This is an optimization exercise on Yosys and OpenROAD, whose aim is small area and a short achievable clock period, not a production implementation. Where RTL was checked, it was by simulation tests only, not by an equivalence proof against the original. Only the layout flow was run in runs 3 to 5; the RTL was not checked for function there. Power is estimated from default activity; no workload was simulated.

### flow/design.v
`timescale 1ns/1ns
module CAM #(parameter SIZE=32)(
	input 							clock, reset,
	input 							enable,
	input 							command,
	input[31:0]						data,
	input[$clog2(SIZE)-1:0]			write_idx,
	output reg[$clog2(SIZE)-1:0]	read_idx,
	output reg						hit
);
	localparam IW = $clog2(SIZE);	 
	wire wr = enable & command;
	wire rd = enable & ~command;
	reg [SIZE-1:0] vacant;			 
	wire [SIZE-1:0] z;				 
	genvar i;
	generate for (i = 0; i < SIZE; i = i + 1) begin : e
		reg [31:0] word;
		always @(posedge clock)
			if (!reset && wr && write_idx == i)
				word <= data;
		CAM_miss u_miss (.word(word), .key(data), .vacant(vacant[i]), .z(z[i]));
	end endgenerate
	wire			any;
	wire [IW-1:0]	first_n;
	CAM_first u_first (.z(z), .hit(any), .idx_n(first_n));
	always @(posedge clock)
		if (reset || !rd) begin
			hit <= 1'b0;
			read_idx <= 0;
		end else begin
			hit <= any;
			read_idx <= ~first_n;
		end
	always @(posedge clock)
		if (reset)
			vacant <= {SIZE{1'b1}};
		else if (wr)
			vacant[write_idx] <= 1'b0;
endmodule
module CAM_miss(
	input [31:0]	word,
	input [31:0]	key,
	input			vacant,
	output			z
);
	wire [31:0]	eq1;	 
	wire [15:0]	ne2;	 
	wire [7:0]	eq4;	 
	wire [3:0]	ne8;	 
	wire [1:0]	eq16;	 
	genvar j;
	generate for (j = 0; j < 32; j = j + 1) begin : b
		CAM_xnor2 u (.a(word[j]), .b(key[j]), .y(eq1[j]));
	end
	for (j = 0; j < 16; j = j + 1) begin : p
		CAM_nand2 u (.a(eq1[2*j]), .b(eq1[2*j+1]), .y(ne2[j]));
	end
	for (j = 0; j < 8; j = j + 1) begin : n
		CAM_nor2 u (.a(ne2[2*j]), .b(ne2[2*j+1]), .y(eq4[j]));
	end
	for (j = 0; j < 4; j = j + 1) begin : y
		CAM_nand2 u (.a(eq4[2*j]), .b(eq4[2*j+1]), .y(ne8[j]));
	end endgenerate
	CAM_nor3 u_h0 (.a(ne8[0]), .b(ne8[1]), .c(vacant), .y(eq16[0]));
	CAM_nor2 u_h1 (.a(ne8[2]), .b(ne8[3]), .y(eq16[1]));
	CAM_nand2 u_w (.a(eq16[0]), .b(eq16[1]), .y(z));
endmodule
module CAM_first(
	input [31:0]	z,
	output			hit,	 
	output [4:0]	idx_n	 
);
	genvar i, l, b;
	generate for (l = 1; l <= 5; l = l + 1) begin : t
		localparam N = 32 >> l;
		wire [N-1:0] h;
		wire [N*l-1:0] x;
		for (i = 0; i < N; i = i + 1) begin : n
			wire cl, ch;	 
			wire [l-1:0] xo;
			if (l == 1) begin : c
				assign cl = z[2*i];
				assign ch = z[2*i+1];
			end else begin : c
				assign cl = t[l-1].h[2*i];
				assign ch = t[l-1].h[2*i+1];
			end
			if (l % 2 == 1) begin : o
				CAM_nand2  u_h (.a(cl), .b(ch), .y(h[i]));
				CAM_nand2b u_t (.a_n(ch), .b(cl), .y(xo[l-1]));
				for (b = 0; b < l - 1; b = b + 1) begin : m
					CAM_a21oi u (.a1(cl), .a2(t[l-1].x[(2*i+1)*(l-1) + b]), .b1(t[l-1].x[(2*i)*(l-1) + b]), .y(xo[b]));
				end
			end else begin : o
				CAM_nor2  u_h (.a(cl), .b(ch), .y(h[i]));
				CAM_nor2b u_t (.a(cl), .b_n(ch), .y(xo[l-1]));
				for (b = 0; b < l - 1; b = b + 1) begin : m
					CAM_o21ai u (.a1(cl), .a2(t[l-1].x[(2*i+1)*(l-1) + b]), .b1(t[l-1].x[(2*i)*(l-1) + b]), .y(xo[b]));
				end
			end
			assign x[i*l +: l] = xo;
		end
	end endgenerate
	assign hit = t[5].h[0];
	assign idx_n = t[5].x[4:0];
endmodule
module CAM_xnor2(input a, input b, output y);
	assign y = ~(a ^ b);
endmodule
module CAM_nor3(input a, input b, input c, output y);
	assign y = ~(a | b | c);
endmodule
module CAM_nor2(input a, input b, output y);
	assign y = ~(a | b);
endmodule
module CAM_nand2(input a, input b, output y);
	assign y = ~(a & b);
endmodule
module CAM_nand2b(input a_n, input b, output y);
	assign y = ~(~a_n & b);
endmodule
module CAM_nor2b(input a, input b_n, output y);
	assign y = ~a & b_n;
endmodule
module CAM_a21oi(input a1, input a2, input b1, output y);
	assign y = ~((a1 & a2) | b1);
endmodule
module CAM_o21ai(input a1, input a2, input b1, output y);
	assign y = ~((a1 | a2) & b1);
endmodule
### flow/constraint.sdc
create_clock -name core_clock -period 4.5 [get_ports {clock}]
set_input_delay 0.9000 -clock core_clock [delete_from_list [all_inputs] [get_ports {clock}]]
set_output_delay 0.9000 -clock core_clock [all_outputs]
set_load 0.01 [all_outputs]
### flow/config.mk
export PLATFORM = sky130hd
export DESIGN_NAME = CAM
export DESIGN_NICKNAME = CAM
export VERILOG_FILES = /design/flow/design.v
export SDC_FILE = /design/flow/constraint.sdc
export NUM_CORES = 4
export LEC_CHECK = 0
export CAP_MARGIN = 20
export CORE_MARGIN = 2
export CORE_UTILIZATION = 40
export CTS_BUF_LIST = sky130_fd_sc_hd__clkbuf_8 sky130_fd_sc_hd__clkbuf_16
export CTS_CLUSTER_DIAMETER = 80
export CTS_CLUSTER_SIZE = 20
export SETUP_SLACK_MARGIN = 2.3
export SLEW_MARGIN = 20
export SYNTH_HIERARCHICAL = 1
export SYNTH_MINIMUM_KEEP_SIZE = 0
### flow/run.sh
#!/bin/bash
# synth_recipe.tcl (not shown) runs the flow's synth.tcl, then flattens the netlist and writes it again
# the make line also repeats each setting of config.mk as NAME=value (left out here)
make -C /OpenROAD-flow-scripts/flow DESIGN_CONFIG=/design/flow/config.mk WORK_HOME=/design/flow/orfs CLKGATE_MAP_FILE= SYNTH_SCRIPT=/design/flow/synth_recipe.tcl finish
==> metrics list, run 1 <==
- The run finished with no timing, DRC or antenna violations.
- After detailed routing, the number of remaining DRC violations is 0.
- CTS tree: yes
- Combined area of all synthesized cells: 0.04588 mm2
* Worst Reg-to-Reg Cells: 12
- Site row count: 124
* Horizontal die dimension: 342.7 um
- Tightest Hold Check Type: input port to flip-flop
- Entering global routing, the biggest net connects 45 pins.
- Derived from the worst setup path, the maximum achievable clock frequency is 0.4312 GHz.
* Setup total negative slack: 0 ns
* Port bufs: 46
* Data required time at the worst endpoint: 4.84 ns
- First drt pass iteration count: 5
- Max-cap violations in this run came to 0.
- IR analysis of the VDD net gives a maximum drop of 310.5 uV.
- Worst setup startpoint: write_idx[0]
- Met2 wire length: 55.09 mm
- After synthesis, flip-flops and latches occupy 68.68% of the total area.
- Global routing used 18.75% of the available tracks.
- Met3 wire len: 6.163 mm
- Setup violations remaining at the end of the flow were counted as 0.
* Die Ht: 342.7 um
- Worst-path cell chain: dlygate4sd2_1, ha_2, and2_2
* Deepest level of the CTS H-tree: 2
* Gpl congestion: 0.7770
- WL/cell: 22.61 um
* Highest metal layer with signal wires: met5
- Setup repair after global routing could not meet its margin everywhere.
- In the final routing, the length of wire on met1 measures 54.32 mm.
* Number of I/O pins: 47
* Flop and latch count out of synthesis: 1,062
- Worst hold path endpoint: e[1].word[12]$_DFFE_PP_
- Cell at the root of the clock tree: clkbuf_16
- Share of async-settable or async-resettable flops after synthesis: 0%
- Critical Path AT: 2.65 ns
* Critical path startpoint category: input port
- Counting every net in the synthesized netlist gives 3,358.
- The largest single stage delay on the critical path is 0.82 ns.
- For this configuration, the core starts out at a cell density of 40.23%.
- The number of hold buffers added after CTS was 0.
- The die covers 0.1174 mm2.
* Worst reg2reg startpoint: e[17].word[12]$_DFFE_PP_
- A synthesized cell averages 13.86 um2.
* Clk buf depth: 3
- The number of global-route vias before repair came to 24,060.
* Post-route clock period utilization: 51.54%
* Crit path kind: input port to flip-flop
- The detail route stage leaves a number of antenna-violating nets equal to 0.
- The later pin in the worst-skew pair is clocked with a latency of 0.68 ns.
- Placed wire-length estimate: 59.32 mm
- Vias: 25,710
* Post-layout net count: 3,717
* Capturing point of the worst reg2reg path: read_idx[0]$_SDFF_PP0_
- Synth unique cells: 32
- Power per unit of standard cell area: 328.2 mW/mm2
* Start point of the worst hold path: data[12]
- Prevailing post-synth register cell: edfxtp_1
- Top cell family by delay on the critical path: adder cells
- Wire length of the first global-routing pass: 162.2 mm
- Most common cell in the synthesized netlist: xnor2_1
- Area added between synthesis and finish: 20.83%
- The top cell type by area accounts for 67.02% of the synthesized area.
- The routed design has 118.2 mm of wire.
- Clock-pin slew was measured on the worst setup and hold paths at 0.08 ns.
- The total count of hold-check failures in the final report is 0.
* Fin Hold WS: 0.4740 ns
- Shortest period the worst path allows: 2.319 ns
* Cell count after synthesis: 3,311
* Number of antenna violations at the first check in global routing: 9
- The worst setup path is captured at a flip-flop.
- Clock skew on the completed layout was measured at 0.02913 ns.
- In this run, CTS created clock tree buffers numbering 60.
- Counting instances in the post-synthesis netlist gives the leading cell types as xnor2_1 (1,026), edfxtp_1 (1,024), nand2_1 (705).
- Number of buffers and inverters on the critical path: 1
- Slack of the worst reg-to-reg path: 2.45 ns
- After detailed routing, the number of vias per cell comes to 4.919.
* Fraction of layout instances using a drive strength above 1: 17.06%
- The largest individual stage delay along the critical path comes from the cell ha_2.
* Syn. warnings: 7
- Max-slew violations: 0
* Starting DRC count in detailed routing: 2,144
* Actual transition at the worst max-transition pin: 0.8788 ns
* Largest cells by area after synthesis: edfxtp_1 (67%), xnor2_1 (20%), nand2_1 (5.8%)
- For this design the static power due to leakage is 0.01793 uW.
* Synth area leader: edfxtp_1
- Max transition margin: 41.41%
- Number of stages on the worst hold path: 1
- CP max FO: 21
- The floorplan step defined a core boundary enclosing 0.1140 mm2.
- Count of flip-flops with a built-in enable after synthesis: 1,024
* Count of clock tree sinks: 1,062
- Aggregate global routing overflow: 0
## logic make-up (layout without fill, tap and decap cells)
family | count (synthesis) | count (layout) | synth area share (%)
xor gates and xnor gates | 1028 | 1028 | 19.64
other | 0 | 4 | 0
DFF | 1062 | 1062 | 68.68
muxes | 1 | 1 | 0.02454
adders and majority gates | 6 | 6 | 0.1636
buffers and inverters | 13 | 375 | 0.1336
and+or+nand+nor | 1143 | 1181 | 10.43
AOI/OAI and AO/OA | 58 | 58 | 0.9245
## report_power, final
part	switching, uW	internal [uW]	leakage (uW)	total [uW]
registers	17.4	10800	0.00952	10900
logic	867	747	0.00742	1610
clock network	3170	2550	0.000990	5720
total	4050	14100	0.0179	18200
## metal layers
layer | GRT usage (%) | vias up
met1 | 27.59 | 12960
li1 | - | 11980
met4 | 4.240 | 6
met5 | 0 | -
met3 | 2.299 | 135
met2 | 29.77 | 628
## Yosys stat by module (local to each module, per instance), a selection
module,cell area (um2),cells inside
CAM_nand2,3.754,1
CAM_nor3,10.01,1
CAM_nand2b,6.256,1
CAM_o21ai,5.005,1
CAM_xnor2,8.758,1
CAM_a21oi,8.758,1
CAM_nor2b,13.76,1
## layout by cell type, fill, tap and decap left out, types with 23 or more instances in the layout
cell type	Yosys	routed
and2_4	0	59
buf_12	0	54
buf_16	0	36
buf_4	0	81
buf_8	0	23
clkbuf_16	0	85
dfxtp_1	38	32
edfxtp_1	1024	1024
inv_1	4	38
nand2_1	705	649
nand2_2	0	48
nor2_1	321	266
nor2_2	0	30
nor2_4	0	25
nor3_4	0	28
o22a_1	23	23
xnor2_1	1026	1001
xnor2_2	1	25
## cell type report
| cell class | instances | area [um2] |
|---|---|---|
| Clock buffer | 64 | 1590 |
| Inverter | 4 | 15.01 |
| Sequential cell | 1062 | 31530 |
| Multi-Input combinational cell | 2274 | 15730 |
| Timing Repair Buffer | 268 | 4491 |
| Tap cell | 1512 | 1892 |
| Antenna cell | 4 | 10.01 |
| Fill cell | 9812 | 58600 |
| Clock inverter | 39 | 176.4 |
## through the flow
stage | cells | total power (uW) | instance area, um2 | utilization, % | worst slack (ns)
final | 5227 | 18200 | 55440 | 48.61 | 2.181
after global routing | 5224 | 18790 | 55430 | 48.61 | 2.186
after CTS | 5143 | 18190 | 53540 | 46.95 | 2.239
after detailed placement | 4938 | 12300 | 49030 | 43.00 | 0.7384
after global placement | 4938 | 12290 | 49030 | 43.00 | 0.7723
after floorplan | 3311 | 11690 | 46030 | - | 1.799
## registers in the layout, summed over array words and instances (netlist names)
| name | flops |
|---|---|
| hit | 1 |
| vacant | 32 |
| e.word | 1024 |
| read_idx | 5 |
## worst register-to-register path: stages, from the launching register on
cell      delay (ns)
edfxtp_1        0.46
xnor2_4         0.16
nand2_2         0.06
nor2_2          0.12
nand2_2         0.10
nor3_4          0.33
nand2_2         0.14
nand2_4         0.13
nor2_4          0.06
a21oi_2         0.16
o21ai_2         0.08
a21oi_2         0.12
nor2_1          0.05
## worst max path at each step
| stage | end | slack [ns] | cells past startpoint |
|---|---|---|---|
| after CTS | e[22].word[5]$_DFFE_PP_ | 2.24 | 4 |
| final | e[23].word[12]$_DFFE_PP_ | 2.18 | 3 |
| after global placement | e[0].word[24]$_DFFE_PP_ | 0.77 | 6 |
| after floorplan | e[8].word[0]$_DFFE_PP_ | 1.80 | 5 |
| after global routing | e[23].word[4]$_DFFE_PP_ | 2.19 | 3 |
| after detailed placement | e[0].word[24]$_DFFE_PP_ | 0.74 | 6 |
## repair_timing
item,CTS,global route
buffers inserted,49,51
endpoints found under the setup margin,1068,612
gates cloned,53,29
pin swaps,40,91
gates resized for setup,336,195
==> run 2, diff against run 1 <==
--- a/flow/config.mk
+++ b/flow/config.mk
@@ -8,9 +8,6 @@
 export CAP_MARGIN = 20
 export CORE_MARGIN = 2
 export CORE_UTILIZATION = 40
-export CTS_BUF_LIST = sky130_fd_sc_hd__clkbuf_8 sky130_fd_sc_hd__clkbuf_16
-export CTS_CLUSTER_DIAMETER = 80
-export CTS_CLUSTER_SIZE = 20
 export SETUP_SLACK_MARGIN = 2.3
 export SLEW_MARGIN = 20
 export SYNTH_HIERARCHICAL = 1
==> run 2 against run 1 <==
Highest routed layer unchanged. Power grew 16%. Critical path type unchanged. Clock skew grew 0.0025 ns. Synthesized cell count is the same.
==> metrics list, run 2 <==
- The internal reg-to-reg setup slack was 2.41 ns (was 2.45 ns).
- Total detailed-routing wirelength: 117.3 mm (was 118.2 mm)
- The net count after synthesis is 3,358 (unchanged).
- Worst hold path endpoint: e[17].word[7]$_DFFE_PP_ (was e[1].word[12]$_DFFE_PP_)
* Port bufs: 46 (unchanged)
- The count of antenna-violating nets left after detailed routing was 0 (unchanged).
- The end of the worst register-to-register path is read_idx[0]$_SDFF_PP0_ (unchanged).
- CTS tree: yes (unchanged)
- The initial core utilization came to 40.23% (unchanged).
- Count of final setup violators: 0 (unchanged)
- The total design power came to 21,120 uW (was 18,200 uW).
* Wire length of the first global-routing pass: 167.4 mm (was 162.2 mm)
* GRT Resource Usage Total: 19.48% (was 18.75%)
- CP max FO: 13 (was 21)
- The vertical die dimension came to 342.7 um (unchanged).
* Worst slack after detailed placement: 0.7384 ns (unchanged)
- Clock transition at the registers of the reported paths: 0.06 ns (was 0.08 ns)
- The mean instance size in the synthesized netlist is 13.86 um2 (unchanged).
- The power share of the clock group came to 41.0% (was 31.4%).
* Setup ws final: 2.268 ns (was 2.181 ns)
* Count of flip-flops with a built-in enable after synthesis: 1,024 (unchanged)
* Clk buf depth: 3 (unchanged)
- Aggregate global routing overflow: 0 (unchanged)
- The worst ir drop on vdd is 302.1 uV (was 310.5 uV).
* Top post-synthesis cells by count: xnor2_1 (1,026), edfxtp_1 (1,024), nand2_1 (705) (unchanged)
- Fin Hold WS: 0.4792 ns (was 0.4740 ns)
- The leakage component of the power is 0.01840 uW (was 0.01793 uW).
* Post-route clock period utilization: 49.59% (was 51.54%)
- Floorplan die area: 0.1174 mm2 (unchanged)
- Final standard cell utilization of the core: 49.70% (was 48.61%)
- Max-cap violations: 0 (unchanged)
- The share of total power in sequential cells is 51.5% (was 59.7%).
- Syn. warnings: 7 (unchanged)
- Flip-flop count of the largest register after layout: 1,024 (unchanged)
- Number of vias per cell: 4.865 (was 4.919)
- The cell at the root of the clock tree was clkbuf_16 (unchanged).
- Critical path startpoint category: input port (unchanged)
- Registers with the most flip-flops: e.word x1024, vacant x32, read_idx x5 (unchanged)
- The internal power summed over all cells was 16,490 uW (was 14,140 uW).
- The number of hold-repair buffers added at the cts stage came to 0 (unchanged).
- The launch instance of the worst register-to-register path was e[17].word[12]$_DFFE_PP_ (unchanged).
* Data required time at the worst endpoint: 5.13 ns (was 4.84 ns)
- Final hold vios: 0 (unchanged)
- The number of levels in the clock H-tree is 3 (was 2).
- The fraction of synthesized cell area taken by the top area cell type was 67.02% (unchanged).
- The startpoint of the lowest-slack hold path was data[7] (was data[12]).
- Share of async-settable or async-resettable flops after synthesis: 0% (unchanged)
- The summed negative setup slack over all endpoints was 0 ns (unchanged).
- First drt pass iteration count: 5 (unchanged)
* Crit path kind: input port to flip-flop (unchanged)
- Largest cells by area after synthesis: edfxtp_1 (67%), xnor2_1 (20%), nand2_1 (5.8%) (unchanged).
* Largest register by flop count: e.word (unchanged)
- Status: finished clean (unchanged).
* Power per unit of standard cell area: 372.6 mW/mm2 (was 328.2 mW/mm2)
- Net switching fraction of the power: 21.91% (was 22.28%)
* Number of antenna diodes: 0 (was 4)
- The fraction of power consumed by combinational cells was 7.4% (was 8.9%).
- Synth unique cells: 32 (unchanged)
* Combined area of all synthesized cells: 0.04588 mm2 (unchanged)
* Horizontal die dimension: 342.7 um (unchanged)
* Tightest Hold Check Type: input port to flip-flop (unchanged)
- Unrepaired setup endpoints after global routing: true (unchanged)
- The most frequent standard cell in the layout excluding fill and tap cells is edfxtp_1 (unchanged).
- The final setup skew was 0.03160 ns (was 0.02913 ns).
* Starting DRC count in detailed routing: 2,084 (was 2,144)
- Critical Path AT: 2.86 ns (was 2.65 ns)
- Most common cell in the synthesized netlist: xnor2_1 (unchanged)
- Flop and latch count out of synthesis: 1,062 (unchanged)
- DRC violation count after routing: 0 (unchanged)
- Core area: 0.1140 mm2 (unchanged)
- The most used flip-flop cell after synthesis is edfxtp_1 (unchanged).
- Number of antenna violations at the first check in global routing: 3 (was 9)
- The insertion delay of the later-clocked pin in the worst-skew pair is 0.70 ns (was 0.68 ns).
- Most used cells in the layout excluding fill and tap cells: edfxtp_1 (1,024), xnor2_1 (1,006), nand2_1 (655), nor2_1 (269), clkbuf_16 (124) (was edfxtp_1 (1,024), xnor2_1 (1,001), nand2_1 (649), nor2_1 (266), clkbuf_16 (85))
- Number of clock buffers inserted by TritonCTS: 111 (was 60)
- The detailed-route via count was 25,890 (was 25,710).
- The HPWL after detailed placement is 59.32 mm (unchanged).
- The proportion of synthesized chip area in sequential cells came to 68.68% (unchanged).
- The clock sink count is 1,062 (unchanged).
- Maximum number of pins on one net before global-route repair: 45 (unchanged)
* Max Freq: 0.4481 GHz (was 0.4312 GHz)
- Cell count after synthesis: 3,311 (unchanged)
- The boundary pin count is 47 (unchanged).
- WL/cell: 22.05 um (was 22.61 um)
- Fraction of layout instances using a drive strength above 1: 18.04% (was 17.06%)
- The sort of element at the end of the critical path is a flip-flop (unchanged).
- The number of pins with negative max-slew slack in the final report is 0 (unchanged).
- Shortest period the worst path allows: 2.232 ns (was 2.319 ns)
- The number of global-route vias before repair came to 24,770 (was 24,060).
* Worst Reg-to-Reg Cells: 12 (unchanged)
- The final weighted congestion in routability-driven placement is 0.7770 (unchanged).
- The cell type with the largest total area after synthesis was edfxtp_1 (unchanged).
* Post-layout net count: 3,761 (was 3,717)
- Actual transition at the worst max-transition pin: 0.7895 ns (was 0.8788 ns)
- Site row count: 124 (unchanged)
* Max transition margin: 47.36% (was 41.41%)
- Area added between synthesis and finish: 23.53% (was 20.83%)
- The switching power summed over all nets was 4627 uW (was 4055 uW).
- Number of stages on the worst hold path: 1 (unchanged)
-- run 2: power by group through the flow --
stage                     logic [uW]  registers [uW]  clock network, uW
after floorplan                  597           11100                  0
after CTS                       1470           10900               8840
after global placement          1190           11100                  0
final                           1570           10900               8670
after detailed placement        1210           11100                  0
after global routing            1690           10900               9220
-- run 2: modules after synthesis (local to each module, per instance), excerpt --
module      cells  times used  flops+latches
CAM_xnor2       1        1024              0
CAM_a21oi       1          12              0
CAM          1207           1           1062
CAM_nor2b       1          10              0
CAM_o21ai       1          14              0
CAM_nand2b      1          21              0
CAM_nor2        1         298              0
CAM_nor3        1          32              0
CAM_nand2       1         693              0
-- run 2: layout make-up --
class,instances,area [um2]
well taps,1512,1892
flip-flops and latches,1062,31530
inverters,4,15.01
clock buffers,155,3063
repair buffers,264,4235
multi-input cells,2271,15570
clock inverters,53,371.6
fillers,9737,57360
-- run 2: how the worst max path moves through the flow --
stage / startpoint / end
detailed placement: write_idx[1] / e[0].word[24]$_DFFE_PP_
CTS: write_idx[1] / e[21].word[4]$_DFFE_PP_
global route: data[14] / read_idx[0]$_SDFF_PP0_
global placement: write_idx[1] / e[0].word[24]$_DFFE_PP_
finish: data[15] / read_idx[0]$_SDFF_PP0_
floorplan: reset / e[8].word[0]$_DFFE_PP_
-- run 2: repair_timing --
item / 4_1_cts / 5_1_grt
gates cloned: 57 / 13
gates resized for setup: 336 / 159
buffers inserted: 54 / 51
pin swaps: 38 / 64
endpoints found under the setup margin: 1068 / 719
-- run 2: per-layer routing --
layer	vias up	track usage, %	wire, um
met5	-	0	21
met4	4	5.126	2514
met3	158	2.848	6568
met2	651	30.57	53980
met1	12930	28.36	54260
li1	12140	-	-
-- run 2: logic make-up after synthesis --
logic type	synth area share [%]
and+or+nand+nor	10.43
DFF	68.68
xor gates and xnor gates	19.64
AOI/OAI and AO/OA	0.9245
buffers and inverters	0.1336
adders and majority gates	0.1636
muxes	0.02454
-- run 2: critical path, cell delays in order --
cell and delay, ns:
buf_16 0.15, buf_12 0.18, xnor2_1 0.15, nand2_1 0.07, nor2_1 0.14, nand2_1 0.09
nor3_2 0.29, nand2_2 0.13, nand2b_1 0.16, o21ai_1 0.17, a21oi_2 0.07, o21ai_2 0.15
a21oi_2 0.07, nor2_1 0.11
-- run 2: through the flow --
step                instance area [um2]  cells
detailed placement                49030   4938
global route                      56680   5321
floorplan                         46030   3311
global placement                  49030   4938
finish                            56680   5321
CTS                               55290   5257
==> run 3, diff against run 2 <==
--- a/flow/design.v
+++ b/flow/design.v
@@ -11,15 +11,25 @@
 	localparam IW = $clog2(SIZE);	 
 	wire wr = enable & command;
 	wire rd = enable & ~command;
-	reg [SIZE-1:0] vacant;			 
+	reg [SIZE-1:0] valid;
 	wire [SIZE-1:0] z;				 
+	wire [3:0] we_lo;
+	wire [7:0] we_hi;
+	wire [SIZE-1:0] we;
 	genvar i;
-	generate for (i = 0; i < SIZE; i = i + 1) begin : e
+	generate for (i = 0; i < 4; i = i + 1) begin : pl
+		assign we_lo[i] = write_idx[1:0] == i;
+	end
+	for (i = 0; i < 8; i = i + 1) begin : ph
+		assign we_hi[i] = !reset && wr && write_idx[4:2] == i;
+	end
+	for (i = 0; i < SIZE; i = i + 1) begin : e
 		reg [31:0] word;
+		CAM_and2 u_we (.a(we_lo[i % 4]), .b(we_hi[i / 4]), .y(we[i]));
 		always @(posedge clock)
-			if (!reset && wr && write_idx == i)
+			if (we[i])
 				word <= data;
-		CAM_miss u_miss (.word(word), .key(data), .vacant(vacant[i]), .z(z[i]));
+		CAM_miss u_miss (.word(word), .key(data), .valid(valid[i]), .z(z[i]));
 	end endgenerate
 	wire			any;
 	wire [IW-1:0]	first_n;
@@ -34,14 +44,14 @@
 		end
 	always @(posedge clock)
 		if (reset)
-			vacant <= {SIZE{1'b1}};
+			valid <= 0;
 		else if (wr)
-			vacant[write_idx] <= 1'b0;
+			valid[write_idx] <= 1'b1;
 endmodule
 module CAM_miss(
 	input [31:0]	word,
 	input [31:0]	key,
-	input			vacant,
+	input			valid,
 	output			z
 );
 	wire [31:0]	eq1;	 
@@ -62,9 +72,9 @@
 	for (j = 0; j < 4; j = j + 1) begin : y
 		CAM_nand2 u (.a(eq4[2*j]), .b(eq4[2*j+1]), .y(ne8[j]));
 	end endgenerate
-	CAM_nor3 u_h0 (.a(ne8[0]), .b(ne8[1]), .c(vacant), .y(eq16[0]));
+	CAM_nor2 u_h0 (.a(ne8[0]), .b(ne8[1]), .y(eq16[0]));
 	CAM_nor2 u_h1 (.a(ne8[2]), .b(ne8[3]), .y(eq16[1]));
-	CAM_nand2 u_w (.a(eq16[0]), .b(eq16[1]), .y(z));
+	CAM_nand3 u_w (.a(eq16[0]), .b(eq16[1]), .c(valid), .y(z));
 endmodule
 module CAM_first(
 	input [31:0]	z,
@@ -108,8 +118,11 @@
 module CAM_xnor2(input a, input b, output y);
 	assign y = ~(a ^ b);
 endmodule
-module CAM_nor3(input a, input b, input c, output y);
-	assign y = ~(a | b | c);
+module CAM_nand3(input a, input b, input c, output y);
+	assign y = ~(a & b & c);
+endmodule
+module CAM_and2(input a, input b, output y);
+	assign y = a & b;
 endmodule
 module CAM_nor2(input a, input b, output y);
 	assign y = ~(a | b);
--- a/flow/config.mk
+++ b/flow/config.mk
@@ -8,6 +8,9 @@
 export CAP_MARGIN = 20
 export CORE_MARGIN = 2
 export CORE_UTILIZATION = 40
+export CTS_BUF_LIST = sky130_fd_sc_hd__clkbuf_8 sky130_fd_sc_hd__clkbuf_16
+export CTS_CLUSTER_DIAMETER = 80
+export CTS_CLUSTER_SIZE = 20
 export SETUP_SLACK_MARGIN = 2.3
 export SLEW_MARGIN = 20
 export SYNTH_HIERARCHICAL = 1
==> run 3 against run 2 <==
Still clean. First-iteration DRC count up 28%. Power down 14%. Hold slack worse by 0.0048 ns. Clock power down 35%.
==> metrics list, run 3 <==
* Max-cap violations: 0 (unchanged)
- Starting DRC count in detailed routing: 2,676 (was 2,084)
- Count of final setup violators: 0 (unchanged)
- The largest buffer count on any clock path came to 3 (unchanged).
- Number of I/O pins: 47 (unchanged)
* Deepest level of the CTS H-tree: 2 (was 3)
* Number of vias per cell: 4.979 (was 4.865)
* Detail Route Antenna Nets: 0 (unchanged)
* Final Cell Area: 0.05515 mm2 (was 0.05668 mm2)
* Sequential-to-total area share from yosys stat: 68.91% (was 68.68%)
- The placeable core region was 0.1139 mm2 (was 0.1140 mm2).
- Unrepaired setup endpoints after global routing: true (unchanged)
* Post-Place Cell Area: 0.04885 mm2 (was 0.04903 mm2)
- The data required time of the critical path came to 5.10 ns (was 5.13 ns).
- The actual transition at the worst max-transition pin is 0.5831 ns (was 0.7895 ns).
- The number of antenna violations at the first check in global routing was 10 (was 3).
- Slowest cell delay on critical path: 0.24 ns (was 0.29 ns)
* Maximum number of pins on one net before global-route repair: 55 (was 45)
- Most common cell after layout, fill and taps aside: edfxtp_1 (unchanged)
- The insertion delay of the later-clocked pin in the worst-skew pair is 0.68 ns (was 0.70 ns).
- The chip width is 342.1 um (was 342.7 um).
* Vias: 26,040 (was 25,890)
- The full die area was 0.1170 mm2 (was 0.1174 mm2).
* Share of async-settable or async-resettable flops after synthesis: 0% (unchanged)
- The time the final worst path needs with I/O delays and setup is 2.285 ns (was 2.232 ns).
* Setup total negative slack: 0 ns (unchanged)
- The launch instance of the worst register-to-register path was e[31].word[14]$_DFFE_PP_ (was e[17].word[12]$_DFFE_PP_).
* Placed wire-length estimate: 58.94 mm (was 59.32 mm)
- Prevailing post-synth register cell: edfxtp_1 (unchanged)
- Status: finished clean (unchanged).
- Fraction of layout instances using a drive strength above 1: 14.64% (was 18.04%)
- The destination of the critical timing path is read_idx[0]$_SDFF_PP0_ (unchanged).
* Final hold vios: 0 (unchanged)
- The overall global routing resource usage came to 19.75% (was 19.48%).
- Tightest Hold Check Type: flip-flop to flip-flop (was input port to flip-flop)
- DRC violation count after routing: 0 (unchanged)
* Critical path endpoint category: flip-flop (unchanged)
* Wire length of the first global-routing pass: 168.4 mm (was 167.4 mm)
* Area share of the leading cell type in the synthesized netlist: 67.25% (was 67.02%)
* CP max FO: 24 (was 13)
- The type of the worst setup path is input port to flip-flop (unchanged).
* Gpl congestion: 0.8306 (was 0.7770)
- Synth unique cells: 30 (was 32)
- Top post-synthesis cells by count: edfxtp_1 (1,024), xnor2_1 (1,024), nand2_1 (667) (was xnor2_1 (1,026), edfxtp_1 (1,024), nand2_1 (705)).
* CTS tree: yes (unchanged)
- Leakage power: 0.01740 uW (was 0.01840 uW)
* Largest cells by area after synthesis: edfxtp_1 (67%), xnor2_1 (20%), nand2_1 (5.5%) (was edfxtp_1 (67%), xnor2_1 (20%), nand2_1 (5.8%))
- Slack of the worst reg-to-reg path: 2.39 ns (was 2.41 ns)
* Aggregate global routing overflow: 0 (unchanged)
* Initial Util: 40.15% (was 40.23%)
- The number of pins with negative max-slew slack in the final report was 0 (unchanged).
- Max Freq: 0.4377 GHz (was 0.4481 GHz)
* Post-layout net count: 3,712 (was 3,761)
- The critical path launch point was data[15] (unchanged).
- First drt pass iteration count: 5 (unchanged)
- Number of hold buffers added after CTS: 0 (unchanged)
- The worst ir drop on vdd came to 318.4 uV (was 302.1 uV).
- Registers with the most flip-flops: e.word x1024, valid x32, read_idx x5 (was e.word x1024, vacant x32, read_idx x5).
- The number of instances in the synthesized netlist is 3,331 (was 3,311).
* Syn. warnings: 7 (unchanged)
- The clock sink count is 1,062 (unchanged).
- The mean instance size in the synthesized netlist is 13.73 um2 (was 13.86 um2).
- Power per unit of standard cell area: 328.3 mW/mm2 (was 372.6 mW/mm2)
- The cell with the largest stage delay on the worst path is nor2_2 (was nor3_2).
* Synth area leader: edfxtp_1 (unchanged)
- Start point of the worst hold path: valid[19]$_SDFFE_PP0P_ (was data[7])
* Vias in the first global route: 24,230 (was 24,770)
- Clock transition at the registers of the reported paths: 0.08 ns (was 0.06 ns)
* Net count after synthesis: 3,378 (was 3,358)
- The number of enable-type register cells in the synthesized netlist came to 1,024 (unchanged).
- Max transition margin: 61.13% (was 47.36%)
* Flop and latch count out of synthesis: 1,062 (unchanged)
- WL/cell: 23.39 um (was 22.05 um)
* Worst-path cell chain: buf_16, buf_12, xnor2_1, nand2_1, nor2_2, nand2_1, nor2_1, nand3_1, nand2b_1, o21ai_1, a21oi_2, o21ai_2, a21oi_2, nor2_1 (was buf_16, buf_12, xnor2_1, nand2_1, nor2_1, nand2_1, nor3_2, nand2_2, nand2b_1, o21ai_1, a21oi_2, o21ai_2, a21oi_2, nor2_1)
- Worst Reg-to-Reg Cells: 12 (unchanged)
- Area added between synthesis and finish: 20.62% (was 23.53%)
- The number of flip-flops in the largest register is 1,024 (unchanged).
* Port bufs: 46 (unchanged)
* Capturing point of the worst reg2reg path: read_idx[0]$_SDFF_PP0_ (unchanged)
* Setup Skew: 0.01752 ns (was 0.03160 ns)
* Post-route clock period utilization: 50.77% (was 49.59%)
* Largest register by flop count: e.word (unchanged)
- Most used cells in the layout excluding fill and tap cells: edfxtp_1 (1,024), xnor2_1 (1,016), nand2_1 (646), nor2_1 (305), clkbuf_16 (78) (was edfxtp_1 (1,024), xnor2_1 (1,006), nand2_1 (655), nor2_1 (269), clkbuf_16 (124)).
* Combined area of all synthesized cells: 0.04572 mm2 (was 0.04588 mm2)
- The vertical die dimension came to 342.1 um (was 342.7 um).
- Site row count: 124 (unchanged)
* Critical path startpoint category: input port (unchanged)
* Critical Path AT: 2.89 ns (was 2.86 ns)
* Total detailed-routing wirelength: 122.3 mm (was 117.3 mm)
* Cell at the root of the clock tree: clkbuf_16 (unchanged)
* Number of clock buffers inserted by TritonCTS: 60 (was 111)
## run 3: cell types whose count changed in the layout (fill, tap and decap cells not counted), moves of 17 or more
cell	change
nor2_1	+36
nand2_2	-27
a21oi_1	+17
clkinv_1	-27
nand3_1	+18
nor3_4	-24
inv_1	+42
clkbuf_16	-46
clkbuf_1	-32
buf_4	-39
nor2_4	+17
o22a_1	-23
buf_6	-18
buf_12	+22
## run 3: final cells by class
class / count / area (um2)
Antenna cell: 3 / 7.507
Clock buffer: 61 / 1526
Clock inverter: 51 / 221.5
Fill cell: 9799 / 58730
Inverter: 3 / 11.26
Multi-Input combinational cell: 2294 / 15310
Sequential cell: 1062 / 31520
Tap cell: 1512 / 1892
Timing Repair Buffer: 244 / 4664
## run 3: worst min-delay path by stage
| stage | end | slack, ns | cells after the start |
|---|---|---|---|
| after floorplan | valid[10]$_SDFFE_PP0P_ | 0.44 | 2 |
| after global placement | valid[23]$_SDFFE_PP0P_ | 0.45 | 2 |
| after detailed placement | valid[16]$_SDFFE_PP0P_ | 0.46 | 2 |
| after CTS | e[31].word[18]$_DFFE_PP_ | 0.47 | 1 |
| after global routing | e[30].word[22]$_DFFE_PP_ | 0.46 | 1 |
| final | valid[19]$_SDFFE_PP0P_ | 0.47 | 2 |
## run 3: repair_timing
item                       in CTS  in global routing
cloned                         56                 18
pin swaps                      25                 26
setup endpoints to repair    1068                767
resized for setup             331                126
buffers inserted               79                 17
## run 3: where the power goes
group	switching (uW)	internal [uW]
clock	3200	2470
sequential	15.1	10800
combinational	866	705
total	4080	14000
## run 3: kinds of logic (layout without fill, tap and decap cells)
family	count (synthesis)	after routing	synth area share [%]
AO/OA/AOI/OAI	62	62	0.8018
XOR/XNOR	1025	1025	19.65
adder cells (fa/ha/maj)	6	6	0.1642
buffers and inverters	9	359	0.07388
flip-flops	1062	1062	68.91
multiplexers	2	2	0.04378
other	0	3	0
AND/OR/NAND/NOR	1165	1199	10.35
## run 3: stage by stage
| step | std cells | worst slack, ns | hold slack, ns | utilization (%) | total power [uW] |
|---|---|---|---|---|---|
| 2_1_floorplan | 3331 | 2.145 | 0.4374 | - | 11690 |
| 3_3_place_gp | 4945 | 0.9974 | 0.4477 | 42.90 | 12290 |
| 3_5_place_dp | 4945 | 0.9454 | 0.4592 | 42.90 | 12300 |
| 4_1_cts | 5192 | 2.223 | 0.4699 | 47.44 | 18150 |
| 5_1_grt | 5227 | 2.171 | 0.4563 | 48.43 | 18710 |
| 6_report | 5230 | 2.215 | 0.4744 | 48.43 | 18110 |
## run 3: per-module statistics from Yosys (local to each module, per instance), a selection
| module | flip-flops and latches | copies in the design |
|---|---|---|
| CAM_xnor2 | 0 | 1024 |
| CAM_nand2b | 0 | 21 |
| CAM_o21ai | 0 | 14 |
| CAM_nand3 | 0 | 32 |
| CAM_and2 | 0 | 32 |
| CAM_a21oi | 0 | 12 |
| CAM_nor2 | 0 | 330 |
| CAM_nor2b | 0 | 10 |
| CAM | 1062 | 1 |
| CAM_nand2 | 0 | 661 |
## run 3: worst max-delay path: cells and delay by family
family | cells | cell delay, ns
simple gates | 7 | 0.97
compound gates | 4 | 0.43
buf+inv | 2 | 0.40
xor+xnor | 1 | 0.14
## run 3: per-layer routing
metal	GRT usage, %	share of wire (%)
met1	29.53	45
met2	29.80	45
met3	4.039	8.4
met4	3.929	1.5
met5	0	0.022
==> run 4, diff against run 3 <==
--- a/flow/config.mk
+++ b/flow/config.mk
@@ -11,7 +11,7 @@
 export CTS_BUF_LIST = sky130_fd_sc_hd__clkbuf_8 sky130_fd_sc_hd__clkbuf_16
 export CTS_CLUSTER_DIAMETER = 80
 export CTS_CLUSTER_SIZE = 20
-export SETUP_SLACK_MARGIN = 2.3
+export SETUP_SLACK_MARGIN = 2.5
 export SLEW_MARGIN = 20
 export SYNTH_HIERARCHICAL = 1
 export SYNTH_MINIMUM_KEEP_SIZE = 0
==> run 4 against run 3 <==
Die area is the same. Critical path depth grew 1. Critical endpoint unchanged. Clock-buffer cell count is 2 higher. Flip-flop and latch count is the same. First-iteration DRC count is 7.0% lower. Sequential power hardly changed.
==> metrics list, run 4 <==
* Critical path startpoint category: input port (unchanged)
* Cell count after synthesis: 3,331 (unchanged)
* Top cell family by delay on the critical path: simple AND/OR/NAND/NOR gates (unchanged)
- CTS tree: yes (unchanged)
- Multiplexer area fraction after synthesis: 0.04378% (unchanged)
* Vias in the first global route: 26,020 (was 24,230)
- Comb power frac: 10.4% (was 8.7%)
* Actual transition at the worst max-transition pin: 0.3879 ns (was 0.5831 ns)
- Slowest cell delay on critical path: 0.20 ns (was 0.24 ns)
* Share of power burned in the clock network: 31.3% (about the same)
- Registers with the most flip-flops: e.word x1024, valid x32, read_idx x5 (unchanged).
- Clock insertion delay at the later pin of the skew report: 0.71 ns (was 0.68 ns)
* Detail Route Antenna Nets: 0 (unchanged)
- Placed wire-length estimate: 59.07 mm (was 58.94 mm)
- Number of antenna diodes: 0 (was 3)
- Clk buf depth: 3 (unchanged)
- The leakage component of the power is 0.01912 uW (was 0.01740 uW).
- Prevailing post-synth register cell: edfxtp_1 (unchanged)
- The count of warnings emitted by yosys is 7 (unchanged).
- Most used cells in the layout excluding fill and tap cells: edfxtp_1 (1,024), xnor2_1 (965), nand2_1 (631), nor2_1 (261), buf_4 (141) (was edfxtp_1 (1,024), xnor2_1 (1,016), nand2_1 (646), nor2_1 (305), clkbuf_16 (78)).
- The switching power summed over all nets is 4297 uW (was 4083 uW).
- The maximum number of pins on one net before global-route repair is 40 (was 55).
- Setup ws final: 2.302 ns (was 2.215 ns)
- Die Ht: 342.1 um (unchanged)
* Fraction of layout instances using a drive strength above 1: 22.00% (was 14.64%)
* Count of clock tree sinks: 1,062 (unchanged)
- Area added between synthesis and finish: 28.03% (was 20.62%)
* Total detailed-routing wirelength: 134.8 mm (was 122.3 mm)
- The met2 wire length came to 64.57 mm (was 54.58 mm).
- The synthesized-area fraction occupied by ao, oa, aoi and oai cells came to 0.8018% (unchanged).
* Critical path endpoint category: flip-flop (unchanged)
- Shortest period the worst path allows: 2.198 ns (was 2.285 ns)
- The type of the worst setup path is input port to flip-flop (unchanged).
- Share of async-settable or async-resettable flops after synthesis: 0% (unchanged)
- The placeable core region is 0.1139 mm2 (unchanged).
- CP max FO: 8 (was 24)
- The register containing the most flip-flops in the final layout was e.word (unchanged).
* Aggregate global routing overflow: 0 (unchanged)
- Synth area leader: edfxtp_1 (unchanged)
- Max Freq: 0.4549 GHz (was 0.4377 GHz)
- The number of buffers inserted by port buffering was 46 (unchanged).
- The met1 layer wirelength in the final routing came to 57.25 mm (was 55.64 mm).
- The number of filler instances in the final layout came to 9,424 (was 9,799).
- Power per unit of standard cell area: 318.6 mW/mm2 (was 328.3 mW/mm2)
- DRC violation count after routing: 0 (unchanged)
- Area share of the leading cell type in the synthesized netlist: 67.25% (unchanged)
* Number of antenna violations at the first check in global routing: 5 (was 10)
* Sequential-to-total area share from yosys stat: 68.91% (unchanged)
- The normalized max-slew margin came to 73.59% (was 61.13%).
* WL/cell: 25.04 um (was 23.39 um)
- Number of I/O pins: 47 (unchanged)
- Flop and latch count out of synthesis: 1,062 (unchanged)
- Top post-synthesis cells by count: edfxtp_1 (1,024), xnor2_1 (1,024), nand2_1 (667) (unchanged).
- The combinational family with the most area after synthesis was XOR/XNOR gates (unchanged).
- The number of pins with negative max-slew slack in the final report was 0 (unchanged).
- The number of flip-flops in the largest register was 1,024 (unchanged).
- Worst slack after detailed placement: 0.9896 ns (was 0.9454 ns)
- Worst-path cell chain: buf_16, buf_16, buf_4, xnor2_1, nand2_1, nor2_1, nand2_1, nor2_4, nand3_2, nand2b_1, o21ai_2, a21oi_2, o21ai_2, a21oi_2, nor2_1 (was buf_16, buf_12, xnor2_1, nand2_1, nor2_2, nand2_1, nor2_1, nand3_1, nand2b_1, o21ai_1, a21oi_2, o21ai_2, a21oi_2, nor2_1)
- Xor/xnor share of the synthesized area: 19.65% (unchanged)
- Tightest Hold Check Type: input port to flip-flop (was flip-flop to flip-flop)
- The clock-pin slew reported for the worst setup and hold paths after clock tree synthesis was 0.09 ns (was 0.08 ns).
- The number of buffers inserted during clock tree synthesis was 61 (was 60).
- The data required time of the critical path came to 5.13 ns (was 5.10 ns).
- The chip width is 342.1 um (unchanged).
- The net count reported at finish came to 3,866 (was 3,712).
- The number of hold-repair buffers added at the cts stage was 0 (unchanged).
- The share of total power in sequential cells was 58.2% (was 60.0%).
* Internal power component: 14,350 uW (was 14,020 uW)
- The via density per instance was 5.051 (was 4.979).
- The area of the mapped netlist was 0.04572 mm2 (unchanged).
- Post-synthesis share of cell area spent on full adders, half adders and majority gates: 0.1642% (unchanged)
- Worst vdd ir: 306.1 uV (was 318.4 uV)
* Simple-gate area share of the yosys netlist: 10.35% (unchanged)
- Cell at the root of the clock tree: clkbuf_16 (unchanged)
- Highest metal layer with signal wires: met5 (unchanged)
* Setup total negative slack: 0 ns (unchanged)
- The initial core utilization was 40.15% (unchanged).
- The most frequent standard cell in the layout excluding fill and tap cells is edfxtp_1 (unchanged).
* Standard cell with the maximum stage delay on the critical path: nor2_4 (was nor2_2)
- The arrival time of the worst setup path is 2.83 ns (was 2.89 ns).
- Net count after synthesis: 3,378 (unchanged)
- Wire length of the first global-routing pass: 188.4 mm (was 168.4 mm)
* Largest cells by area after synthesis: edfxtp_1 (67%), xnor2_1 (20%), nand2_1 (5.5%) (unchanged)
- Deepest level of the CTS H-tree: 2 (unchanged)
- The final setup skew is 0.02457 ns (was 0.01752 ns).
- Count of final setup violators: 0 (unchanged)
- The detailed-route via count came to 27,190 (was 26,040).
- The iteration count of the initial detailed-routing pass was 5 (unchanged).
* Site row count: 124 (unchanged)
- Final hold vios: 0 (unchanged)
- The final weighted congestion in routability-driven placement came to 0.7965 (was 0.8306).
* Floorplan die area: 0.1170 mm2 (unchanged)
* Status: finished clean (unchanged)
- Net switching fraction of the power: 23.04% (was 22.55%)
* GRT Resource Usage Total: 22.36% (was 19.75%)
* Number of buffers and inverters on the critical path: 3 (was 2)
- The number of maximum-capacitance constraint violations is 0 (unchanged).
- The met3 routed wirelength came to 9.131 mm (was 10.24 mm).
* Count of flip-flops with a built-in enable after synthesis: 1,024 (unchanged)
- Unrepaired setup endpoints after global routing: true (unchanged)
- Synth unique cells: 30 (unchanged)
- Mean area per synthesized cell: 13.73 um2 (unchanged)
- Starting DRC count in detailed routing: 2,489 (was 2,676)
- The period utilization was 48.85% (was 50.77%).
-- run 4: final cells by class --
type                            count  area [um2]  share of cell area (%)
Clock buffer                       63        1577                   2.693
Clock inverter                     53       249.0                  0.4253
Inverter                            3       15.01                 0.02565
Multi-Input combinational cell   2293       16250                   27.75
Sequential cell                  1062       31520                   53.85
Tap cell                         1512        1892                   3.232
Timing Repair Buffer              398        7038                   12.02
-- run 4: power groups by stage --
stage                     registers (uW)  clock network, uW  logic (uW)
final                              10900               5850        1940
after global routing               10900               6290        2060
after CTS                          10900               5970        1820
after detailed placement           11100                  0        1250
after global placement             11100                  0        1240
after floorplan                    11100                  0         606
-- run 4: modules after synthesis (local to each module, per instance), excerpt --
module,cells inside,copies in the design
CAM,1195,1
CAM_nor2b,1,10
CAM_and2,1,32
CAM_nand2b,1,21
CAM_nand3,1,32
CAM_o21ai,1,14
CAM_nor2,1,330
-- run 4: what timing repair did --
action,4_1_cts,5_1_grt
pin swaps,110,89
hold endpoints to repair,0,0
gates cloned,95,14
setup endpoints to repair,1068,921
gates resized for setup,525,131
setup buffers,144,62
-- run 4: routing by layer --
layer,vias up,track usage [%]
li1,12340,-
met3,182,3.018
met1,13810,31.17
met5,-,0
met4,10,6.615
met2,854,36.54
-- run 4: per-stage QoR --
step / cell area (um2) / hold WS, ns / util, % / cells / total power [uW]
floorplan: 46120 / 0.4374 / - / 3331 / 11700
global placement: 49260 / 0.4489 / 43.26 / 4953 / 12330
detailed placement: 49260 / 0.4556 / 43.26 / 4953 / 12340
CTS: 56980 / 0.4374 / 50.04 / 5308 / 18650
global route: 58540 / 0.4330 / 51.41 / 5384 / 19220
finish: 58540 / 0.4509 / 51.41 / 5384 / 18650
-- run 4: cells by family after synthesis --
| logic type | count (synthesis) |
|---|---|
| fa+ha+maj | 6 |
| buf+inv | 9 |
| simple gates | 1165 |
| xor+xnor | 1025 |
| compound gates | 62 |
| mux | 2 |
| flops | 1062 |
-- run 4: final timing paths --
path / startpoint / endpoint / slack [ns] / cells past startpoint
max reg2reg: e[31].word[2]$_DFFE_PP_ / read_idx[0]$_SDFF_PP0_ / 2.48 / 12
max: data[9] / read_idx[0]$_SDFF_PP0_ / 2.30 / 15
min reg2reg: valid[26]$_SDFFE_PP0P_ / valid[26]$_SDFFE_PP0P_ / 0.50 / 2
min: data[2] / e[31].word[2]$_DFFE_PP_ / 0.45 / 1
==> run 5, diff against run 4 <==
==> flow/config.mk (replaced) <==
export PLATFORM = sky130hd
export DESIGN_NAME = CAM
export DESIGN_NICKNAME = CAM
export VERILOG_FILES = /design/flow/design.v
export SDC_FILE = /design/flow/constraint.sdc
export NUM_CORES = 4
export LEC_CHECK = 0
export CAP_MARGIN = 20
export CORE_MARGIN = 2
export CORE_UTILIZATION = 40
export SETUP_SLACK_MARGIN = 2.3
export SLEW_MARGIN = 20
export SYNTH_HIERARCHICAL = 1
export SYNTH_MINIMUM_KEEP_SIZE = 0
==> run 5 against run 4 <==
Utilization shrank 1.5 points. Register-to-register slack lost 0.14 ns. Global-route usage shrank 2.8 points. Sequential share of layout area grew 1.6 points. Setup slack lost 0.036 ns. First-iteration DRC count grew 13%. Clock-buffer cell count grew 80. Largest cell class unchanged. Critical path type unchanged. Sequential power is essentially flat. Clock power grew 56%. Synthesized cell count is the same. Cell area shrank 3.0%.
==> metrics list, run 5 <==
- The total count of hold-check failures in the final report was 0 (unchanged).
- The largest buffer count on any clock path came to 3 (unchanged).
- The number of placement rows came to 124 (unchanged).
- The proportion of synthesized area in mux cells is 0.04378% (unchanged).
* Worst reg2reg startpoint: e[31].word[14]$_DFFE_PP_ (was e[31].word[2]$_DFFE_PP_)
- The maximum number of pins on one net before global-route repair came to 55 (was 40).
* Combined area of the multi-input logic cells: 0.01528 mm2 (was 0.01625 mm2)
- The placed cell count came to 4,945 (was 4,953).
* Mean area per synthesized cell: 13.73 um2 (unchanged)
- Unrepaired setup endpoints after global routing: true (unchanged)
- The number of filler instances in the final layout came to 9,586 (was 9,424).
- The final setup skew was 0.02880 ns (was 0.02457 ns).
- The net count reported at finish came to 3,757 (was 3,866).
* Largest register by flop count: e.word (unchanged)
* Placed wire-length estimate: 58.94 mm (was 59.07 mm)
* Combinational family with the most area after synthesis: XOR/XNOR gates (unchanged)
* Critical path startpoint category: input port (unchanged)
- CP max FO: 24 (was 8)
- Synth unique cells: 30 (unchanged)
* Registers with the most flip-flops: e.word x1024, valid x32, read_idx x5 (unchanged)
* Internal power component: 16,920 uW (was 14,350 uW)
* Max-cap violations: 0 (unchanged)
- Slack of the worst reg-to-reg path: 2.34 ns (was 2.48 ns)
- Crit path kind: input port to flip-flop (unchanged)
- The chip width was 342.1 um (unchanged).
- The number of synthesized register bits came to 1,062 (unchanged).
- Critical path endpoint category: flip-flop (unchanged)
- Post-synthesis share of cell area spent on full adders, half adders and majority gates: 0.1642% (unchanged)
- The average wire per standard cell is 23.44 um (was 25.04 um).
* Power per unit of standard cell area: 379.9 mW/mm2 (was 318.6 mW/mm2)
* Net switching fraction of the power: 21.58% (was 23.04%)
- Net load switching power: 4657 uW (was 4297 uW)
- The number of instances in the synthesized netlist was 3,331 (unchanged).
- The via density per instance came to 4.982 (was 5.051).
* Detail Route Antenna Nets: 0 (unchanged)
* Top post-synthesis cells by count: edfxtp_1 (1,024), xnor2_1 (1,024), nand2_1 (667) (unchanged)
- Floorplan die area: 0.1170 mm2 (unchanged)
- Syn. warnings: 7 (unchanged)
- The net count after synthesis is 3,378 (unchanged).
- Shortest period the worst path allows: 2.235 ns (was 2.198 ns)
- The final weighted congestion in routability-driven placement came to 0.8306 (was 0.7965).
- The first-pass GRT wire length was 167.8 mm (was 188.4 mm).
* Cell at the root of the clock tree: clkbuf_16 (unchanged)
- Port bufs: 46 (unchanged)
- Core area: 0.1139 mm2 (unchanged)
- The leakage component of the power is 0.01808 uW (was 0.01912 uW).
- The summed negative setup slack over all endpoints came to 0 ns (unchanged).
* Prevailing post-synth register cell: edfxtp_1 (unchanged)
- The overall global routing resource usage came to 19.60% (was 22.36%).
- Clock transition at the registers of the reported paths: 0.06 ns (was 0.09 ns)
- Post-route clock period utilization: 49.66% (was 48.85%)
- Most used cells in the layout excluding fill and tap cells: edfxtp_1 (1,024), xnor2_1 (1,017), nand2_1 (646), nor2_1 (308), clkbuf_16 (133) (was edfxtp_1 (1,024), xnor2_1 (965), nand2_1 (631), nor2_1 (261), buf_4 (141))
* Deepest level of the CTS H-tree: 3 (was 2)
- The TritonCTS clock tree was yes (unchanged).
- Final Cell Area: 0.05680 mm2 (was 0.05854 mm2)
- First drt pass iteration count: 5 (unchanged)
- The arrival time of the worst setup path is 2.86 ns (was 2.83 ns).
- The number of hold-repair buffers added at the cts stage came to 0 (unchanged).
* Capturing point of the worst reg2reg path: read_idx[0]$_SDFF_PP0_ (unchanged)
- The destination of the critical timing path was read_idx[0]$_SDFF_PP0_ (unchanged).
* Count of clock tree sinks: 1,062 (unchanged)
* Sequential cell fraction of total power: 50.4% (was 58.2%)
* Starting DRC count in detailed routing: 2,808 (was 2,489)
- The number of antenna violations at the first check in global routing is 11 (was 5).
- The detailed-route via count came to 26,510 (was 27,190).
- Actual transition at the worst max-transition pin: 0.4926 ns (was 0.3879 ns)
- Count of final setup violators: 0 (unchanged)
* Max Freq: 0.4475 GHz (was 0.4549 GHz)
- The number of flip-flops in the largest register was 1,024 (unchanged).
* Data required time at the worst endpoint: 5.12 ns (was 5.13 ns)
- The share of the synthesized netlist area taken by xor and xnor gates came to 19.65% (unchanged).
- Number of standard cells in the layout, taps in and fillers out: 5,320 (was 5,384)
* Max transition margin: 66.51% (was 73.59%)
- The synthesis-to-finish area growth was 24.22% (was 28.03%).
- The number of global-route vias before repair came to 24,680 (was 26,020).
- Aggregate global routing overflow: 0 (unchanged)
- The detailed-route wire length is 124.7 mm (was 134.8 mm).
- The number of remaining DRC errors was 0 (unchanged).
* Area share of the leading cell type in the synthesized netlist: 67.25% (unchanged)
- The worst hold slack after final layout came to 0.4667 ns (was 0.4509 ns).
- Fraction of layout instances using a drive strength above 1: 16.49% (was 22.00%)
* Tightest Hold Check Type: flip-flop to flip-flop (was input port to flip-flop)
- Worst setup startpoint: data[15] (was data[9])
- Simple-gate area share of the yosys netlist: 10.35% (unchanged)
* Worst Reg-to-Reg Cells: 12 (unchanged)
- The power share of the clock group was 42.3% (was 31.3%).
- The boundary pin count was 47 (unchanged).
* Area fraction in compound gates after synthesis: 0.8018% (unchanged)
* Post-Place Cell Area: 0.04885 mm2 (was 0.04926 mm2)
* Sequential-to-total area share from yosys stat: 68.91% (unchanged)
* Initial Util: 40.15% (unchanged)
* Share of async-settable or async-resettable flops after synthesis: 0% (unchanged)
* Status: finished clean (unchanged)
- Count of flip-flops with a built-in enable after synthesis: 1,024 (unchanged)
* Largest cells by area after synthesis: edfxtp_1 (67%), xnor2_1 (20%), nand2_1 (5.5%) (unchanged)
- Combined area of all synthesized cells: 0.04572 mm2 (unchanged)
* Most common cell after layout, fill and taps aside: edfxtp_1 (unchanged)
- Number of clock buffers inserted by TritonCTS: 108 (was 61)
- The vertical die dimension came to 342.1 um (unchanged).
- The worst ir drop on vdd is 282.2 uV (was 306.1 uV).
- The number of pins with negative max-slew slack in the final report came to 0 (unchanged).
- The cell type with the largest total area after synthesis is edfxtp_1 (unchanged).
- The register area is 0.03152 mm2 (about the same).
- Comb power frac: 7.2% (was 10.4%)
- The insertion delay of the later-clocked pin in the worst-skew pair is 0.68 ns (was 0.71 ns).
[run 5: final cells by class]
type / count / share of cell area [%]
sequential: 1062 / 55.50
multi-input combinational: 2296 / 26.91
timing repair buffer: 239 / 7.909
clock buffer: 143 / 5.153
tap: 1512 / 3.331
clock inverter: 60 / 1.159
antenna: 5 / 0.02203
inverter: 3 / 0.01983
[run 5: logic make-up after synthesis]
family                   count (synthesis)
AND/OR/NAND/NOR                       1165
buffers and inverters                    9
flip-flops                            1062
adder cells (fa/ha/maj)                  6
multiplexers                             2
AO/OA/AOI/OAI                           62
XOR/XNOR                              1025
[run 5: critical path, cell delays in order]
cell      delay (ns)
buf_16          0.15
xnor2_1         0.19
nand2_1         0.07
nor2_1          0.16
nand2_1         0.18
nor2_2          0.21
nand3_1         0.12
nand2b_1        0.17
o21ai_1         0.20
a21oi_2         0.11
o21ai_2         0.17
a21oi_2         0.07
nor2_1          0.09
[run 5: Yosys stat by module (local to each module, per instance), excerpt]
module	flip-flops and latches	cell area, um2	copies in the design	cells
CAM	1062	32230	1	1195
CAM_a21oi	0	8.758	12	1
CAM_and2	0	6.256	32	1
CAM_nand2b	0	6.256	21	1
CAM_nand3	0	5.005	32	1
CAM_nor2	0	3.754	330	1
CAM_nor2b	0	13.76	10	1
CAM_xnor2	0	8.758	1024	1
[run 5: metrics by stage]
| stage | utilization (%) | total power (uW) | worst slack [ns] |
|---|---|---|---|
| after floorplan | - | 11690 | 2.145 |
| after global placement | 42.90 | 12290 | 0.9974 |
| after detailed placement | 42.90 | 12300 | 0.9454 |
| after CTS | 48.84 | 21620 | 2.248 |
| after global routing | 49.86 | 22230 | 2.201 |
| final | 49.87 | 21580 | 2.265 |
[run 5: routing by layer]
layer / GRT usage (%) / vias to the layer above / part of all wire [%]
li1: - / 12130 / -
met1: 29.38 / 13330 / 45
met2: 29.08 / 888 / 45
met3: 4.000 / 148 / 8.6
met4: 4.797 / 6 / 1.8
met5: 0 / - / 0.075
[run 5: power groups by stage]
| stage | Clock [uW] | Combinational, uW | Sequential, uW |
|---|---|---|---|
| final | 9140 | 1560 | 10900 |
| after global placement | 0 | 1200 | 11100 |
| after detailed placement | 0 | 1210 | 11100 |
| after CTS | 9290 | 1450 | 10900 |
| after global routing | 9680 | 1680 | 10900 |
| after floorplan | 0 | 596 | 11100 |
[run 5: how the worst min path moves through the flow]
| stage | depth (start not counted) | startpoint | endpoint | slack [ns] |
|---|---|---|---|---|
| 6_report | 2 | valid[16]$_SDFFE_PP0P_ | valid[16]$_SDFFE_PP0P_ | 0.47 |
| 5_1_grt | 1 | data[22] | e[26].word[22]$_DFFE_PP_ | 0.46 |
| 4_1_cts | 1 | data[18] | e[31].word[18]$_DFFE_PP_ | 0.47 |
| 3_5_place_dp | 2 | valid[16]$_SDFFE_PP0P_ | valid[16]$_SDFFE_PP0P_ | 0.46 |
| 3_3_place_gp | 2 | valid[23]$_SDFFE_PP0P_ | valid[23]$_SDFFE_PP0P_ | 0.45 |
| 2_1_floorplan | 2 | valid[10]$_SDFFE_PP0P_ | valid[10]$_SDFFE_PP0P_ | 0.44 |
[run 5: timing repair]
action,in CTS,in global routing
setup endpoints to repair,1067,522
setup buffers,77,13
gates resized for setup,322,122
pin swaps,27,20
cloned,53,24
==> run 6, diff against run 5 <==
--- a/flow/design.v
+++ b/flow/design.v
@@ -12,6 +12,7 @@
 	wire wr = enable & command;
 	wire rd = enable & ~command;
 	reg [SIZE-1:0] valid;
+	wire search = rd && !reset;		 
 	wire [SIZE-1:0] z;				 
 	wire [3:0] we_lo;
 	wire [7:0] we_hi;
@@ -29,19 +30,17 @@
 		always @(posedge clock)
 			if (we[i])
 				word <= data;
-		CAM_miss u_miss (.word(word), .key(data), .valid(valid[i]), .z(z[i]));
+		wire live;
+		CAM_and2 u_live (.a(valid[i]), .b(search), .y(live));
+		CAM_miss u_miss (.word(word), .key(data), .valid(live), .z(z[i]));
 	end endgenerate
 	wire			any;
-	wire [IW-1:0]	first_n;
-	CAM_first u_first (.z(z), .hit(any), .idx_n(first_n));
-	always @(posedge clock)
-		if (reset || !rd) begin
-			hit <= 1'b0;
-			read_idx <= 0;
-		end else begin
-			hit <= any;
-			read_idx <= ~first_n;
-		end
+	wire [IW-1:0]	first;
+	CAM_first u_first (.z(z), .hit(any), .idx(first));
+	always @(posedge clock) begin
+		hit <= any;
+		read_idx <= first;
+	end
 	always @(posedge clock)
 		if (reset)
 			valid <= 0;
@@ -79,7 +78,7 @@
 module CAM_first(
 	input [31:0]	z,
 	output			hit,	 
-	output [4:0]	idx_n	 
+	output [4:0]	idx		 
 );
 	genvar i, l, b;
 	generate for (l = 1; l <= 5; l = l + 1) begin : t
@@ -96,7 +95,13 @@
 				assign cl = t[l-1].h[2*i];
 				assign ch = t[l-1].h[2*i+1];
 			end
-			if (l % 2 == 1) begin : o
+			if (l == 5) begin : o
+				CAM_nand2 u_h (.a(cl), .b(ch), .y(h[i]));
+				CAM_nor2b u_t (.a(ch), .b_n(cl), .y(xo[l-1]));
+				for (b = 0; b < l - 1; b = b + 1) begin : m
+					CAM_a21o u (.a1(cl), .a2(t[l-1].x[(2*i+1)*(l-1) + b]), .b1(t[l-1].x[(2*i)*(l-1) + b]), .y(xo[b]));
+				end
+			end else if (l % 2 == 1) begin : o
 				CAM_nand2  u_h (.a(cl), .b(ch), .y(h[i]));
 				CAM_nand2b u_t (.a_n(ch), .b(cl), .y(xo[l-1]));
 				for (b = 0; b < l - 1; b = b + 1) begin : m
@@ -113,7 +118,7 @@
 		end
 	end endgenerate
 	assign hit = t[5].h[0];
-	assign idx_n = t[5].x[4:0];
+	assign idx = t[5].x[4:0];
 endmodule
 module CAM_xnor2(input a, input b, output y);
 	assign y = ~(a ^ b);
@@ -142,3 +147,6 @@
 module CAM_o21ai(input a1, input a2, input b1, output y);
 	assign y = ~((a1 | a2) & b1);
 endmodule
+module CAM_a21o(input a1, input a2, input b1, output y);
+	assign y = (a1 & a2) | b1;
+endmodule
--- a/flow/config.mk
+++ b/flow/config.mk
@@ -8,6 +8,9 @@
 export CAP_MARGIN = 20
 export CORE_MARGIN = 2
 export CORE_UTILIZATION = 40
+export CTS_BUF_LIST = sky130_fd_sc_hd__clkbuf_8 sky130_fd_sc_hd__clkbuf_16
+export CTS_CLUSTER_DIAMETER = 80
+export CTS_CLUSTER_SIZE = 25
 export SETUP_SLACK_MARGIN = 2.3
 export SLEW_MARGIN = 20
 export SYNTH_HIERARCHICAL = 1
==> run 6 against run 5 <==
Still clean. Die area rose by 0.48%. Cell area is 5.2% lower. Utilization fell by 2.7 points. Largest cell class unchanged. Largest power group unchanged. Highest routed layer unchanged.
==> metrics list, run 6 <==
- The destination of the critical timing path is read_idx[0]$_DFF_P_ (was read_idx[0]$_SDFF_PP0_).
- The time the final worst path needs with I/O delays and setup came to 2.191 ns (was 2.235 ns).
- Tightest Hold Check Type: flip-flop to flip-flop (unchanged)
- WL/cell: 21.96 um (was 23.44 um)
* Max Freq: 0.4563 GHz (was 0.4475 GHz)
- The fraction of synthesized cell area taken by the top area cell type was 66.92% (was 67.25%).
- Deepest level of the CTS H-tree: 2 (was 3)
- Largest cells by area after synthesis: edfxtp_1 (67%), xnor2_1 (20%), nand2_1 (5.5%) (unchanged)
- Count of clock tree sinks: 1,062 (unchanged)
* Clock insertion delay at the later pin of the skew report: 0.68 ns (about the same)
* Power per unit of standard cell area: 332.9 mW/mm2 (was 379.9 mW/mm2)
- Max-slew violations: 0 (unchanged)
* Core area: 0.1142 mm2 (was 0.1139 mm2)
- The number of synthesized register bits is 1,062 (unchanged).
* Net count after synthesis: 3,405 (was 3,378)
- Cell count after synthesis: 3,358 (was 3,331)
- GRT Resource Usage Total: 18.46% (was 19.60%)
* Final hold vios: 0 (unchanged)
- Count of flip-flops with a built-in enable after synthesis: 1,024 (unchanged)
- The initial core utilization is 40.24% (was 40.15%).
* Maximum number of pins on one net before global-route repair: 49 (was 55)
- The most common cell in the synthesized netlist is xnor2_1.
* Status: finished clean (unchanged)
## run 6: cell types whose count changed in the layout (fill, tap and decap cells not counted), moves of 9 or more
cell / delta
clkbuf_16: -66
inv_1: +43
nor2_1: -34
and2_1: +31
o22ai_1: +31
clkbuf_1: -28
a21oi_1: -23
buf_4: -22
clkinv_2: -20
buf_16: -17
clkinv_1: -16
a31oi_1: -9
bufbuf_16: -9
bufinv_16: -9
## run 6: metal layers
layer  up-vias  track usage (%)  part of all wire, %
met2       554            28.29                   45
li1      11910                -                    -
met1     12720            28.03                   47
met3       101            2.698                  6.4
met4         4            3.493                  1.5
met5         -                0                0.024
## run 6: logic make-up after synthesis
kind of cell / count (synthesis) / share of synthesized area, %
and+or+nand+nor: 1158 / 10.42
AOI/OAI and AO/OA: 65 / 0.9014
DFF: 1062 / 68.58
adders and majority gates: 6 / 0.1634
xor gates and xnor gates: 1025 / 19.54
buffers and inverters: 42 / 0.3922
## run 6: area by class of cell
type                       instances  area [um2]
inverter                          35       131.4
antenna                            3       7.507
multi-input combinational       2297       15350
clock buffer                      54        1340
fill                           10100       60340
timing repair buffer             182        3304
tap                             1512        1892
sequential                      1062       31530
clock inverter                    27       296.5
## run 6: per-stage QoR
step / cells / worst slack, ns / cell area, um2 / utilization, %
floorplan: 3358 / 2.096 / 46330 / -
global placement: 4980 / 0.9910 / 49200 / 43.09
detailed placement: 4980 / 0.9842 / 49200 / 43.09
CTS: 5155 / 2.192 / 53040 / 46.45
global route: 5169 / 2.213 / 53840 / 47.15
finish: 5172 / 2.309 / 53850 / 47.16
## run 6: report_power, final
| part | internal (uW) | total [uW] | switching [uW] |
|---|---|---|---|
| combinational | 626 | 1430 | 807 |
| sequential | 10800 | 10900 | 14.2 |
| clock | 2480 | 5630 | 3150 |
| total | 14000 | 17900 | 3970 |
## run 6: worst min path at each step
stage                            from                endpoint  slack, ns
2_1_floorplan   valid[0]$_SDFFE_PP0P_   valid[0]$_SDFFE_PP0P_       0.42
3_3_place_gp   valid[17]$_SDFFE_PP0P_  valid[17]$_SDFFE_PP0P_       0.45
3_5_place_dp   valid[17]$_SDFFE_PP0P_  valid[17]$_SDFFE_PP0P_       0.46
4_1_cts        valid[17]$_SDFFE_PP0P_  valid[17]$_SDFFE_PP0P_       0.47
5_1_grt        valid[12]$_SDFFE_PP0P_  valid[12]$_SDFFE_PP0P_       0.49
6_report       valid[17]$_SDFFE_PP0P_  valid[17]$_SDFFE_PP0P_       0.47
## run 6: timing repair
action	in CTS	in global routing
setup endpoints to repair	1068	554
pin swaps	22	2
buffers inserted	43	0
resized for setup	290	110
cloned	51	14
## run 6: modules after synthesis, one instance, submodules excluded, excerpt
| module | cell area (um2) | cells inside | flip-flops and latches | copies in the design |
|---|---|---|---|---|
| CAM | 32250 | 1190 | 1062 | 1 |
| CAM_nor2b | 13.76 | 1 | 0 | 11 |
| CAM_a21oi | 8.758 | 1 | 0 | 8 |
| CAM_xnor2 | 8.758 | 1 | 0 | 1024 |
| CAM_a21o | 7.507 | 1 | 0 | 4 |
| CAM_and2 | 6.256 | 1 | 0 | 64 |
| CAM_nand2b | 6.256 | 1 | 0 | 20 |
| CAM_nand3 | 5.005 | 1 | 0 | 32 |
| CAM_o21ai | 5.005 | 1 | 0 | 14 |
| CAM_nand2 | 3.754 | 1 | 0 | 661 |
| CAM_nor2 | 3.754 | 1 | 0 | 330 |
## run 6: critical path, delay by kind of cell
| family | cells | cell delay, ns |
|---|---|---|
| XOR/XNOR | 1 | 0.14 |
| AO/OA/AOI/OAI | 4 | 0.51 |
| AND/OR/NAND/NOR | 6 | 0.85 |
| buffers and inverters | 2 | 0.40 |

Setup slack of run 6, layout unchanged: 2.309 ns with ideal ports, 2.125 ns with driving cells assumed (clock clkbuf_16, inputs buf_2), 1.390 ns with port delays also shifted by the 0.734 ns mid clock arrival.
